Source: an optimization exercise on an open RTL-to-GDS flow (aim: small area). Production flows keep margins and buffers that such runs may drop. In this exercise RTL edits were held to simulation tests only and were not proved equivalent to the original. Power and IR drop assume default switching activity.

==> design.v <==
module injector_arith (
  input  [47:0] address,
  input  [47:0] range_increment,
  input  [23:0] tcount,
  input         addr_adv,
  input  [47:0] gen_address,
  input  [47:0] range_stop,
  input  [47:0] number_transactions,
  input         stop_on_count,
  input  [24:0] outstanding,
  input         resp_b,
  input         resp_r,
  input  [31:0] ts_counter,
  input         count_en,
  input  [47:0] lfsr_taps,
  output        lfsr_feedback,
  output [47:0] address_sum,
  output [23:0] tcount_next,
  output        do_finish,
  output [24:0] outstanding_next,
  output [31:0] ts_counter_inc
);
assign address_sum      = address + range_increment;
assign lfsr_feedback    = ^(address & lfsr_taps);
assign tcount_next      = tcount + {23'd0, addr_adv};
assign do_finish        = stop_on_count ? ({24'd0, tcount_next} >= number_transactions)
                                        : (gen_address >= range_stop);
assign outstanding_next = outstanding + {24'd0, addr_adv} - {24'd0, resp_b} - {24'd0, resp_r};
assign ts_counter_inc   = ts_counter + {31'd0, count_en};
endmodule
module axi_injector (
  input          control_pclock,
  input          control_presetn,
  input          control_psel,
  input          control_penable,
  output         control_pready,
  input    [2:0] control_pprot,
  input   [31:0] control_paddr,
  input          control_pwrite,
  input   [31:0] control_pwdata,
  input    [7:0] control_pstrb,
  output  [31:0] control_prdata,
  output         control_pslverr,
  output  [23:0] data_awid,
  output  [47:0] data_awaddr,
  output   [7:0] data_awlen,
  output   [2:0] data_awsize,
  output   [1:0] data_awburst,
  output   [2:0] data_awprot,
  output   [3:0] data_awqos,
  output         data_awvalid,
  input          data_awready,
  output [255:0] data_wdata,
  output  [31:0] data_wstrb,
  output         data_wlast,
  output         data_wvalid,
  input          data_wready,
  input   [23:0] data_bid,
  input    [1:0] data_bresp,
  input          data_bvalid,
  output         data_bready,
  output  [23:0] data_arid,
  output  [47:0] data_araddr,
  output   [7:0] data_arlen,
  output   [2:0] data_arsize,
  output   [1:0] data_arburst,
  output   [2:0] data_arprot,
  output   [3:0] data_arqos,
  output         data_arvalid,
  input          data_arready,
  input   [23:0] data_rid,
  input  [255:0] data_rdata,
  input    [1:0] data_rresp,
  input          data_rlast,
  input          data_rvalid,
  output         data_rready
);
wire        apb_access = control_psel & control_penable;
wire        addr_hi_ok = (control_paddr[31:8] == 24'd0) & (control_paddr[1:0] == 2'd0);
wire  [5:0] word       = control_paddr[7:2];
wire        apb_write  = apb_access & control_pwrite & addr_hi_ok;
wire        apb_read   = apb_access & ~control_pwrite;
wire [31:0] wd         = control_pwdata;
logic [63:0] wsel;
always_comb begin
  wsel = 64'd0;
  wsel[word] = 1'b1;
end
wire [63:0] we = wsel & {64{apb_write}};
logic [1:0] r_control;
logic       regs_valid;
always_ff @(posedge control_pclock or negedge control_presetn) begin
  if (!control_presetn) begin
    r_control  <= 2'd0;
    regs_valid <= 1'b0;
  end else begin
    regs_valid <= 1'b1;
    if (we[5]) r_control <= wd[1:0];
  end
end
wire        load_write = apb_write & control_presetn;
wire [31:0] wd_zero    = wd & {32{load_write}};
wire [31:0] wd_ones    = wd | {32{~load_write}};
logic [63:0] wflag;
logic [31:0] wreg [0:63];
genvar gi;
generate
  for (gi = 0; gi < 64; gi = gi + 1) begin : g_word
    if (gi >= 9 && gi <= 38) begin : g_flagged
      localparam int W = (gi == 9) ? 3 : (gi == 36) ? 2 : (gi == 38) ? 21 : (gi == 21) ? 15
                       : ((gi <= 27 && gi[0]) ? 16 : 32);
      localparam bit ONES = (gi == 24 || gi == 25 || gi == 37);
      logic [W-1:0] q;
      always_ff @(posedge control_pclock) begin
        if (we[gi] | ~control_presetn) q <= ONES ? wd_ones[W-1:0] : wd_zero[W-1:0];
      end
      assign wreg[gi]  = 32'(q);
      assign wflag[gi] = regs_valid;
    end else begin : g_plain
      assign wflag[gi] = 1'b0;
      assign wreg[gi]  = 32'd0;
    end
  end
endgenerate
wire   [2:0] r_mode   = wreg[9][2:0];
wire  [47:0] r_rstart = {wreg[11][15:0], wreg[10]};
wire  [47:0] r_rstop  = {wreg[13][15:0], wreg[12]};
wire  [47:0] r_rinc   = {wreg[15][15:0], wreg[14]};
wire  [47:0] r_seed   = {wreg[17][15:0], wreg[16]};
wire  [47:0] r_fib    = {wreg[19][15:0], wreg[18]};
wire  [46:0] r_gal    = {wreg[21][14:0], wreg[20]};
wire  [47:0] r_lmask  = {wreg[23][15:0], wreg[22]};
wire  [47:0] r_fmask  = {wreg[25][15:0], wreg[24]};
wire  [47:0] r_ntr    = {wreg[27][15:0], wreg[26]};
wire   [1:0] r_shift  = wreg[36][1:0];
wire  [31:0] r_dmask  = wreg[37];
wire  [20:0] r_attr   = wreg[38][20:0];
logic [1:0] req1, req2, req3;
logic       start3_q;
always_ff @(posedge control_pclock or negedge control_presetn) begin
  if (!control_presetn) begin
    req1     <= 2'b00;
    req2     <= 2'b00;
    req3     <= 2'b00;
    start3_q <= 1'b0;
  end else begin
    req1     <= ~r_control;
    req2     <= req1;
    req3     <= req2;
    start3_q <= (req3 == 2'b10);
  end
end
wire do_reset = (req2 == 2'b11);
wire do_start = (req2 == 2'b10);
wire do_pause = (req2 == 2'b01);
wire do_reset_d    = (req3 == 2'b11);
wire start_pulse_d = (req3 == 2'b10) & ~start3_q;
localparam [1:0] S_IDLE = 2'd0, S_ACTIVE = 2'd1, S_PAUSED = 2'd2, S_FINISHED = 2'd3;
logic [1:0] state, state_next;
logic       do_finish;
always_comb begin
  state_next = state;
  case (state)
    S_IDLE     : if (do_start) state_next = S_ACTIVE;
    S_PAUSED   : if (do_reset) state_next = S_IDLE;
                 else if (do_start) state_next = S_ACTIVE;
    S_ACTIVE   : if (do_reset) state_next = S_IDLE;
                 else if (do_pause) state_next = S_PAUSED;
                 else if (do_finish) state_next = S_FINISHED;
    default    : if (do_reset) state_next = S_IDLE;
  endcase
end
logic [1:0] state1, state2, state3;
logic       wait1, wait2, wait3;
logic       waiting;
always_ff @(posedge control_pclock or negedge control_presetn) begin
  if (!control_presetn) begin
    state  <= S_IDLE;
    state1 <= S_IDLE;
    state2 <= S_IDLE;
    state3 <= S_IDLE;
    wait1  <= 1'b0;
    wait2  <= 1'b0;
    wait3  <= 1'b0;
  end else begin
    state  <= state_next;
    state1 <= state;
    state2 <= state1;
    state3 <= state2;
    wait1  <= waiting;
    wait2  <= wait1;
    wait3  <= wait2;
  end
end
wire       active   = (state == S_ACTIVE);
wire       is_write = r_attr[0];
wire [7:0] len      = r_attr[8:1];
logic [23:0] tcount;
logic  [8:0] burst;
wire         burst_zero = (burst == 9'd0);
wire aw_valid = active & is_write & burst_zero;
wire w_valid  = active & is_write;
wire ar_valid = active & ~is_write;
wire aw_hs    = aw_valid & data_awready;
wire ar_hs    = ar_valid & data_arready;
wire addr_adv = aw_hs | ar_hs;
wire data_adv = w_valid & data_awready;
wire [23:0] tcount_next;
always_ff @(posedge control_pclock) begin
  if (do_reset) begin
    tcount <= 24'd0;
    burst  <= 9'd0;
  end else begin
    tcount <= tcount_next;
    if (w_valid) begin
      if (burst_zero) burst <= data_awready ? {1'b0, len} : {1'b0, len} + 9'd1;
      else if (data_awready) burst <= burst - 9'd1;
    end
  end
end
logic [47:0] address, address_next;
wire  [47:0] gen_address = address & r_fmask;
wire         lfsr_fb;
wire  [47:0] lfsr_next   = r_lmask & {lfsr_fb, ({47{lfsr_fb}} & r_gal) ^ address[47:1]};
wire  [47:0] address_sum;
wire a_seed  = do_reset & r_mode[0];
wire a_start = do_reset & ~r_mode[0];
wire a_lfsr  = ~do_reset & addr_adv & r_mode[0];
wire a_sum   = ~do_reset & addr_adv & ~r_mode[0];
wire a_hold  = ~do_reset & ~addr_adv;
assign address_next = ({48{a_seed}} & r_seed) | ({48{a_start}} & r_rstart) | ({48{a_lfsr}} & lfsr_next)
                    | ({48{a_sum}} & address_sum) | ({48{a_hold}} & address);
always_ff @(posedge control_pclock) address <= address_next;
localparam [30:0] DATA_TAPS = 31'b0100011000000000000000000000000;
logic [255:0] ndata, ndata_next;
wire s_init  = do_reset;
wire s_hold  = ~do_reset & ~data_adv;
wire s_lfsr  = ~do_reset & data_adv & r_mode[1];
wire s_rotr  = ~do_reset & data_adv & ~r_mode[1] & r_shift[1];
wire s_rotl  = ~do_reset & data_adv & ~r_mode[1] & ~r_shift[1];
wire s_right = s_lfsr | s_rotr;
generate
  for (gi = 0; gi < 256; gi = gi + 1) begin : g_data
    localparam int J = gi % 32;
    localparam int B = gi - J;
    wire init_bit = wreg[28 + gi/32][J];
    wire left_bit = ndata[(gi + 255) % 256];
    wire rght_bit = ndata[(gi + 1) % 256];
    wire moved;
    if (J == 31) begin : g_top
      assign moved = (s_hold & ndata[gi]) | (s_lfsr & ndata[B]) | (s_rotr & rght_bit) | (s_rotl & left_bit);
    end else if (DATA_TAPS[J]) begin : g_tap
      assign moved = (s_hold & ndata[gi]) | (s_lfsr & ~(ndata[B] ^ rght_bit)) | (s_rotr & rght_bit) | (s_rotl & left_bit);
    end else begin : g_plain
      assign moved = (s_hold & ndata[gi]) | (s_right & rght_bit) | (s_rotl & left_bit);
    end
    assign ndata_next[gi] = moved | (s_init & ~init_bit);
  end
endgenerate
always_ff @(posedge control_pclock) ndata <= ndata_next;
wire [31:0] byte_en = {32{w_valid}} & r_dmask;
logic [255:0] wdata;
generate
  for (gi = 0; gi < 32; gi = gi + 1) begin : g_wdata
    assign wdata[gi*8 +: 8] = ~ndata[gi*8 +: 8] & {8{byte_en[gi]}};
  end
endgenerate
logic [24:0] outstanding;
wire         resp_b = data_bvalid;
wire         resp_r = data_rvalid & data_rlast;
logic [31:0] ts_counter;
wire [24:0] outstanding_next;
wire [31:0] ts_counter_inc;
wire        count_en_d;
injector_arith arith (
  .address             ( address          ),
  .range_increment     ( r_rinc           ),
  .tcount              ( tcount           ),
  .addr_adv            ( addr_adv         ),
  .gen_address         ( gen_address      ),
  .range_stop          ( r_rstop          ),
  .number_transactions ( r_ntr            ),
  .stop_on_count       ( r_mode[2]        ),
  .outstanding         ( outstanding      ),
  .resp_b              ( resp_b           ),
  .resp_r              ( resp_r           ),
  .ts_counter          ( ts_counter       ),
  .count_en            ( count_en_d       ),
  .lfsr_taps           ( r_fib            ),
  .lfsr_feedback       ( lfsr_fb          ),
  .address_sum         ( address_sum      ),
  .tcount_next         ( tcount_next      ),
  .do_finish           ( do_finish        ),
  .outstanding_next    ( outstanding_next ),
  .ts_counter_inc      ( ts_counter_inc   )
);
assign data_awid    = aw_valid ? tcount : 24'd0;
assign data_awaddr  = {16'd0, aw_valid ? gen_address[31:0] : 32'd0};
assign data_awlen   = aw_valid ? r_attr[8:1]   : 8'd0;
assign data_awsize  = aw_valid ? r_attr[11:9]  : 3'd0;
assign data_awburst = aw_valid ? r_attr[13:12] : 2'd0;
assign data_awprot  = aw_valid ? r_attr[16:14] : 3'd0;
assign data_awqos   = aw_valid ? r_attr[20:17] : 4'd0;
assign data_awvalid = aw_valid;
assign data_wdata   = wdata;
assign data_wstrb   = {32{w_valid}};
assign data_wlast   = w_valid & (burst_zero ? (len == 8'd0) : (burst == 9'd1));
assign data_wvalid  = w_valid;
assign data_bready  = 1'b1;
assign data_arid    = ar_valid ? tcount : 24'd0;
assign data_araddr  = {16'd0, ar_valid ? gen_address[31:0] : 32'd0};
assign data_arlen   = ar_valid ? r_attr[8:1]   : 8'd0;
assign data_arsize  = ar_valid ? r_attr[11:9]  : 3'd0;
assign data_arburst = ar_valid ? r_attr[13:12] : 2'd0;
assign data_arprot  = ar_valid ? r_attr[16:14] : 3'd0;
assign data_arqos   = ar_valid ? r_attr[20:17] : 4'd0;
assign data_arvalid = ar_valid;
assign data_rready  = 1'b1;
always_ff @(posedge control_pclock or negedge control_presetn) begin
  if (!control_presetn) outstanding <= 25'd0;
  else outstanding <= outstanding_next;
end
assign waiting = (outstanding != 25'd0);
assign count_en_d   = (state1 == S_ACTIVE) | wait1;
wire finish_pulse_d = ~wait1 & wait2;
logic [31:0] ts_start, ts_finish;
logic        ts_start_ok, ts_finish_ok;
always_ff @(posedge control_pclock) begin
  if (do_reset_d) ts_counter <= 32'd0;
  else            ts_counter <= ts_counter_inc;
end
always_ff @(posedge control_pclock) begin
  if (start_pulse_d)  ts_start  <= ts_counter;
  if (finish_pulse_d) ts_finish <= ts_counter;
end
always_ff @(posedge control_pclock or negedge control_presetn) begin
  if (!control_presetn) begin
    ts_start_ok  <= 1'b0;
    ts_finish_ok <= 1'b0;
  end else if (do_reset_d) begin
    ts_start_ok  <= 1'b0;
    ts_finish_ok <= 1'b0;
  end else begin
    if (start_pulse_d)  ts_start_ok  <= 1'b1;
    if (finish_pulse_d) ts_finish_ok <= 1'b1;
  end
end
wire [63:0] rsel = wsel & {64{addr_hi_ok}};
logic [31:0] rdata;
always_comb begin
  rdata = 32'd0;
  rdata |= {32{rsel[0]}} & 32'hDEADBEEF;
  rdata |= {32{rsel[5]}} & 32'(r_control);
  rdata |= {32{rsel[6]}} & 32'({wait3, state3});
  rdata |= {32{rsel[7] & ts_start_ok}} & ts_start;
  rdata |= {32{rsel[8] & ts_finish_ok}} & ts_finish;
  for (int k = 0; k < 64; k++) rdata |= {32{rsel[k] & wflag[k]}} & wreg[k];
  rdata |= {32{rsel[24] & ~wflag[24]}};
  rdata |= {32{rsel[25] & ~wflag[25]}} & 32'h0000FFFF;
  rdata |= {32{rsel[37] & ~wflag[37]}};
end
wire valid_addr = addr_hi_ok & (word <= 6'd38);
assign control_pready  = apb_access;
assign control_pslverr = apb_read & ~valid_addr;
assign control_prdata  = {32{apb_read}} & rdata;
endmodule
==> flow/run.sh <==
#!/bin/bash
# Own layout flow: the standard ORFS flow (same synthesis passes and
# registers, same floorplan, power grid, tap cells, placement, CTS and
# routing), with these changes:
#  - ABC maps the top module with an area-oriented script
#    (flow/abc_area.script) and the arithmetic module with ORFS's own script,
#  - port buffers are buf_1 cells,
#  - CTS inserts no dummy loads and uses larger sink clusters,
#  - pass-through buffers from synthesis are buf_1 cells.
# Every tool writes its full output to a log in this folder (make_*.log) or
# under orfs/logs/.
set -euo pipefail
W=$(pwd)

sed -e "s#^\([[:space:]]*\)log_cmd abc {\*}\$abc_args#\1log_cmd abc {*}\$abc_args injector_arith\n\1lset abc_args 1 $W/flow/abc_area.script\n\1log_cmd abc {*}\$abc_args axi_injector#" \
  "$FLOW_HOME/scripts/synth.tcl" > "$W/own_synth_body.tcl"
grep -q "lset abc_args 1" "$W/own_synth_body.tcl"
sed -e "s#source \$::env(SCRIPTS_DIR)/synth.tcl#source $W/own_synth_body.tcl#" \
  "$W/synth_recipe.tcl" > "$W/own_synth.tcl"
grep -q "own_synth_body" "$W/own_synth.tcl"

export BUFFER_PORTS_ARGS="-buffer_cell sky130_fd_sc_hd__buf_1"
export CTS_ARGS="-sink_clustering_enable -repair_clock_nets -dont_use_dummy_load -buf_list sky130_fd_sc_hd__clkbuf_16 -sink_clustering_size 24 -sink_clustering_max_diameter 100"

make -C "$FLOW_HOME" DESIGN_CONFIG="$W/config.mk" WORK_HOME="$W/orfs" CLKGATE_MAP_FILE= \
  SYNTH_SCRIPT="$W/own_synth.tcl" \
  "MIN_BUF_CELL_AND_PORTS=sky130_fd_sc_hd__buf_1 A X" finish > "$W/make_finish.log" 2>&1

R="$W/orfs/results/$FLOW_PLATFORM/axi_injector/base"
: # left out here: write the final layout as DEF
test -s "$W/out/final.def"
==> flow/abc_area.script <==
strash
dc2
&get -n
&deepsyn -J 10 -T 300
&put
strash
&get -n
&dch -f
&nf -R 1000
&put
strash
&get -n
&dch -f
&nf -R 1000
&put
strash
&get -n
&dch -f
&nf -R 1000
&put
strash
&get -n
&dch -f
&nf -R 1000
&put
strash
&get -n
&dch -f
&nf -R 1000
&put
==> standard.sh <==
#!/bin/bash
# synth_recipe.tcl (not shown) runs the flow's synth.tcl, then flattens the netlist and writes it again
# the make line also repeats each setting of config.mk as NAME=value (left out here)
make -C /OpenROAD-flow-scripts/flow DESIGN_CONFIG=/design/flow/config.mk WORK_HOME=/design/flow/orfs CLKGATE_MAP_FILE= SYNTH_SCRIPT=/design/flow/synth_recipe.tcl "${@:-finish}"
==> config.mk <==
export PLATFORM = sky130hd
export DESIGN_NAME = axi_injector
export DESIGN_NICKNAME = axi_injector
export VERILOG_FILES = /design/flow/design.v
export SDC_FILE = /design/flow/constraint.sdc
export NUM_CORES = 4
export LEC_CHECK = 0
export CAP_MARGIN = 20
export CORE_MARGIN = 2
export CORE_UTILIZATION = 45
export SLEW_MARGIN = 20
export SYNTH_HIERARCHICAL = 1
==> constraint.sdc <==
create_clock -name core_clock -period 12.0 [get_ports {control_pclock}]
set_input_delay 2.4000 -clock core_clock [delete_from_list [all_inputs] [get_ports {control_pclock}]]
set_output_delay 2.4000 -clock core_clock [all_outputs]
set_load 0.01 [all_outputs]
==> run notes <==
kinds of logic after synthesis:
kind of cell	count (synthesis)
AOI/OAI and AO/OA	1439
xor gates and xnor gates	226
adders and majority gates	159
buffers and inverters	256
DFF	1226
muxes	1
other	2
and+or+nand+nor	1363
synth_stat cells, types with 6 or more instances:
cell type	count	area, sq um
a2111oi_0	14	123
a211oi_1	16	120
a21o_1	79	593
a21oi_1	168	841
a221o_1	42	420
a221oi_1	133	1160
a222oi_1	223	2230
a22o_1	173	1520
a22oi_1	117	878
a31oi_1	17	106
a32oi_1	48	420
a41oi_1	6	52.6
and2_0	163	1020
and3_1	52	325
and4_1	8	70.1
buf_1	66	248
clkbuf_1	7	26.3
clkinv_1	47	176
dfrtp_1	48	1200
dfxtp_1	369	7390
edfxtp_1	809	24300
ha_1	156	1950
inv_1	129	484
nand2_1	381	1430
nand2b_1	49	307
nand3_1	75	375
nand4_1	74	463
nor2_1	456	1710
nor2b_1	12	75.1
nor3_1	42	210
nor4_1	21	131
o211ai_1	20	150
o21a_1	7	52.6
o21ai_0	301	1510
o21bai_1	17	128
o32ai_1	12	105
or3_1	8	50.1
xnor2_1	177	1550
xor2_1	49	429
metrics by stage:
step / total power, mW / setup WS [ps] / area [sq um] / hold slack [ps]
2_1_floorplan: 5.50 / -532 / 55200 / 331
3_3_place_gp: 5.78 / 2790 / 60300 / 334
3_5_place_dp: 5.81 / 2650 / 60300 / 338
4_1_cts: 7.93 / 2660 / 61800 / 360
5_1_grt: 8.17 / 2350 / 61800 / 363
6_report: 7.98 / 2480 / 61800 / 360
critical path, cell delays in order:
cell	delay (ps)
buf_1	280
clkinv_1	170
ha_1	270
nand2b_1	100
nor2_1	70
xnor2_1	170
nor3_1	650
nand2_1	440
nor2_4	1020
buf_4	460
a221oi_1	150
nand4_1	150
a2111oi_0	70
a41oi_1	460
buf_1	200
modules after synthesis (local to each module, per instance):
module | cells inside | flip-flops and latches | area (sq um)
axi_injector | 3625 | 1226 | 47700
injector_arith | 1047 | 0 | 7280
routing by layer:
metal,part of all wire,wire length (microns)
met1,0.37,96000
met2,0.43,112000
met3,0.15,38200
met4,0.059,15500
met5,0.00049,127
layout by cell type, fill, tap and decap left out, drive strengths merged, types with 48 or more instances in the layout:
cell type | synthesis | layout
xor2 | 49 | 49
nand4 | 74 | 74
a22oi | 117 | 117
nor2 | 457 | 457
ha | 156 | 156
dfxtp | 369 | 369
inv | 129 | 131
a222oi | 223 | 223
o21ai | 304 | 304
a22o | 173 | 173
a21oi | 169 | 169
dfrtp | 48 | 48
nand3 | 75 | 75
nand2 | 381 | 381
buf | 72 | 660
xnor2 | 177 | 177
a221oi | 133 | 133
and3 | 52 | 52
a32oi | 48 | 48
a21o | 83 | 83
edfxtp | 809 | 809
and2 | 171 | 171
nand2b | 49 | 49
clkbuf | 8 | 59
worst max path at each step:
stage | endpoint | slack, ps | cells past startpoint
after floorplan | ndata[24] | -530 | 3
after global placement | control_prdata[2] | 2790 | 15
after detailed placement | control_prdata[2] | 2650 | 15
after CTS | control_prdata[2] | 2660 | 15
after global routing | control_prdata[2] | 2350 | 15
final | control_prdata[2] | 2480 | 15
cell type report:
cell class	instances	area, sq um	share of cell area
Multi-Input combinational cell	3223	21800	0.353
Inverter	176	661	0.0107
Tap cell	1625	2030	0.0329
Timing Repair Buffer	661	2950	0.0477
Clock buffer	58	1450	0.0235
Sequential cell	1226	32900	0.532
Antenna cell	8	20.0	0.000324
flip-flops by register name (all words and copies together), names as in the netlist, 9 cells and up:
register	flops
address	48
burst	9
g_word.g_flagged.q	745
ndata	256
outstanding	25
tcount	24
ts_counter	32
ts_finish	32
ts_start	32
power groups by stage:
| stage | clock [mW] | sequential [mW] | combinational, mW |
|---|---|---|---|
| 6_report | 2.24 | 4.84 | 0.903 |
| 5_1_grt | 2.34 | 4.85 | 0.983 |
| 4_1_cts | 2.21 | 4.83 | 0.887 |
| 3_5_place_dp | 0 | 4.92 | 0.884 |
| 3_3_place_gp | 0 | 4.92 | 0.862 |
| 2_1_floorplan | 0 | 4.85 | 0.648 |
==> flow_summary.ini <==
[min_path]
worstHoldStart = state2[1]
min_delay_path_depth = 0
hold_path_class = flip-flop to flip-flop
worstHoldEndpoint = state3[1]

[yosys]
ys_warn_count = 8
synth_xor_xnor_area_share = 0.0360
synth_area_sq_um = 55000
synthMuxAreaShare = 0.000205
synth_flop_cell = edfxtp_1
yosysUniqueCellTypes = 83
synth_fa_ha_area_frac = 0.0366
syn-instance-count = 4672
synth.avg_cell_area_sq_um = 11.8
synth-seq-cells = 1226
synth_top_family_by_area = compound AO/OA/AOI/OAI gates
ys_seq_area_frac = 0.597
synth_async_sr_flop_share = 0.0392
yosys.area_share.simple = 0.115
synth_enable_flop_cells = 809
synth_compound_area_frac = 0.197

[timing]
setup_viol = 0
skew_ps = 49.5
clock.fmax_mhz = 105
finalHoldViolCount = 0
finalSetupTns_ps = 0
timing.final.max_slew_violations = 0
timing.slew.headroom = 0.183
worst_pin_slew_ps = 1220
rsz0062_at_grt = no
period_minus_slack_ps = 9520
period_share = 0.793

[setup_path]
start_kind = input pin
r2r-end = state[1]
crit_required_ps = 9600
critical_path_class = input pin to primary output
rrSetupSlack_ps = 4100
cp_max_fo = 20
critPathCaptureType = primary output
r2r_cells = 20
critPathLaunch = control_paddr[2]
r2r-start = state[0]
arrival_ps = 7120

[layout]
final-instance-count-excl-fill = 6977
fillerInstances = 11000
final_nets = 5899
area_growth_pct = 12.3
final_util = 0.509
layout-drive-gt1-share = 0.0477

[cts]
post_cts_buffers = 0
cts.sinks = 1226
cts-resized-gates = 0
root_buffer = clkbuf_16
cts_tree = done
cts-buffers-inserted = 58
clk_pin_slew_ps = 100
clock_tree.buffer_depth = 3
hold_buffers = 0
clk_latency_ps = 740
htreeDepth = 2

[die]
io_pins = 906
start_util = 0.453
rows = 128
die_w_microns = 354
die_area_sq_um = 125000
coreArea_sq_um = 122000
die_h_microns = 354

[grt]
grt_first_pass_wirelength_mm = 354
track_usage = 0.403
grt_max_degree = 116
antenna_found_initial = 22
grt.met3_usage = 0.132
grt_pass1_vias = 44300
grt.busiest_layer = met2
grt_use_met2 = 0.598
gr-usage-met1 = 0.528
grt_overflow_total = 0

[detailed_routing]
drc = 0
antenna_left = 0
via_per_inst = 6.93
avgRoutedWirePerCell_microns = 37.5
vias = 48400
dr.first_iter.drc_count = 9488
first_pass_iters = 10
wl_mm = 262

[flow_run]
maxCapViolations = 0

[power]
clockPowerShare = 0.280
switching_share = 0.262
p_leak_nw = 23.0
ir_worst_vdd_mv = 0.130
seqPwrFrac = 0.606
pwr-share-comb = 0.113
intPower_mw = 5.89
switchingPower_mw = 2.09
powerDensity_nw_per_um2 = 129

[place]
gp_congestion = 0.993
hpwl_mm = 177
io_buffers = 551
place_inst = 6910

[outcome]
status = timing/DRC/antenna clean

==> static timing again, ports no longer ideal <==
How much do the figures lean on ideal ports? The routed layout below was timed once more, with nothing changed but the port constraints.
Step 1 (the two cells are an assumption about what drives the block):
set clk [get_ports {control_pclock}]
set_driving_cell -lib_cell sky130_fd_sc_hd__clkbuf_16 $clk
set_driving_cell -lib_cell sky130_fd_sc_hd__buf_2 [delete_from_list [all_inputs] $clk]
Step 2 times the ports against the registers' clock, not the clock port: input delays grow and output delays shrink by t, the midpoint of the rising clock arrivals with the driver on.
a / b / c = ideal / step 1 / step 2; a / b = the first two.
t, ns: 0.798
setup WS [ns]: 2.484 / 2.438 / 2.438
latest minus earliest clock arrival (ns): 0.050 / 0.051
After both steps this run still meets setup and hold. For this run, drivers alone change the setup slack by -0.046 ns; drivers and shift together by -0.046 ns.
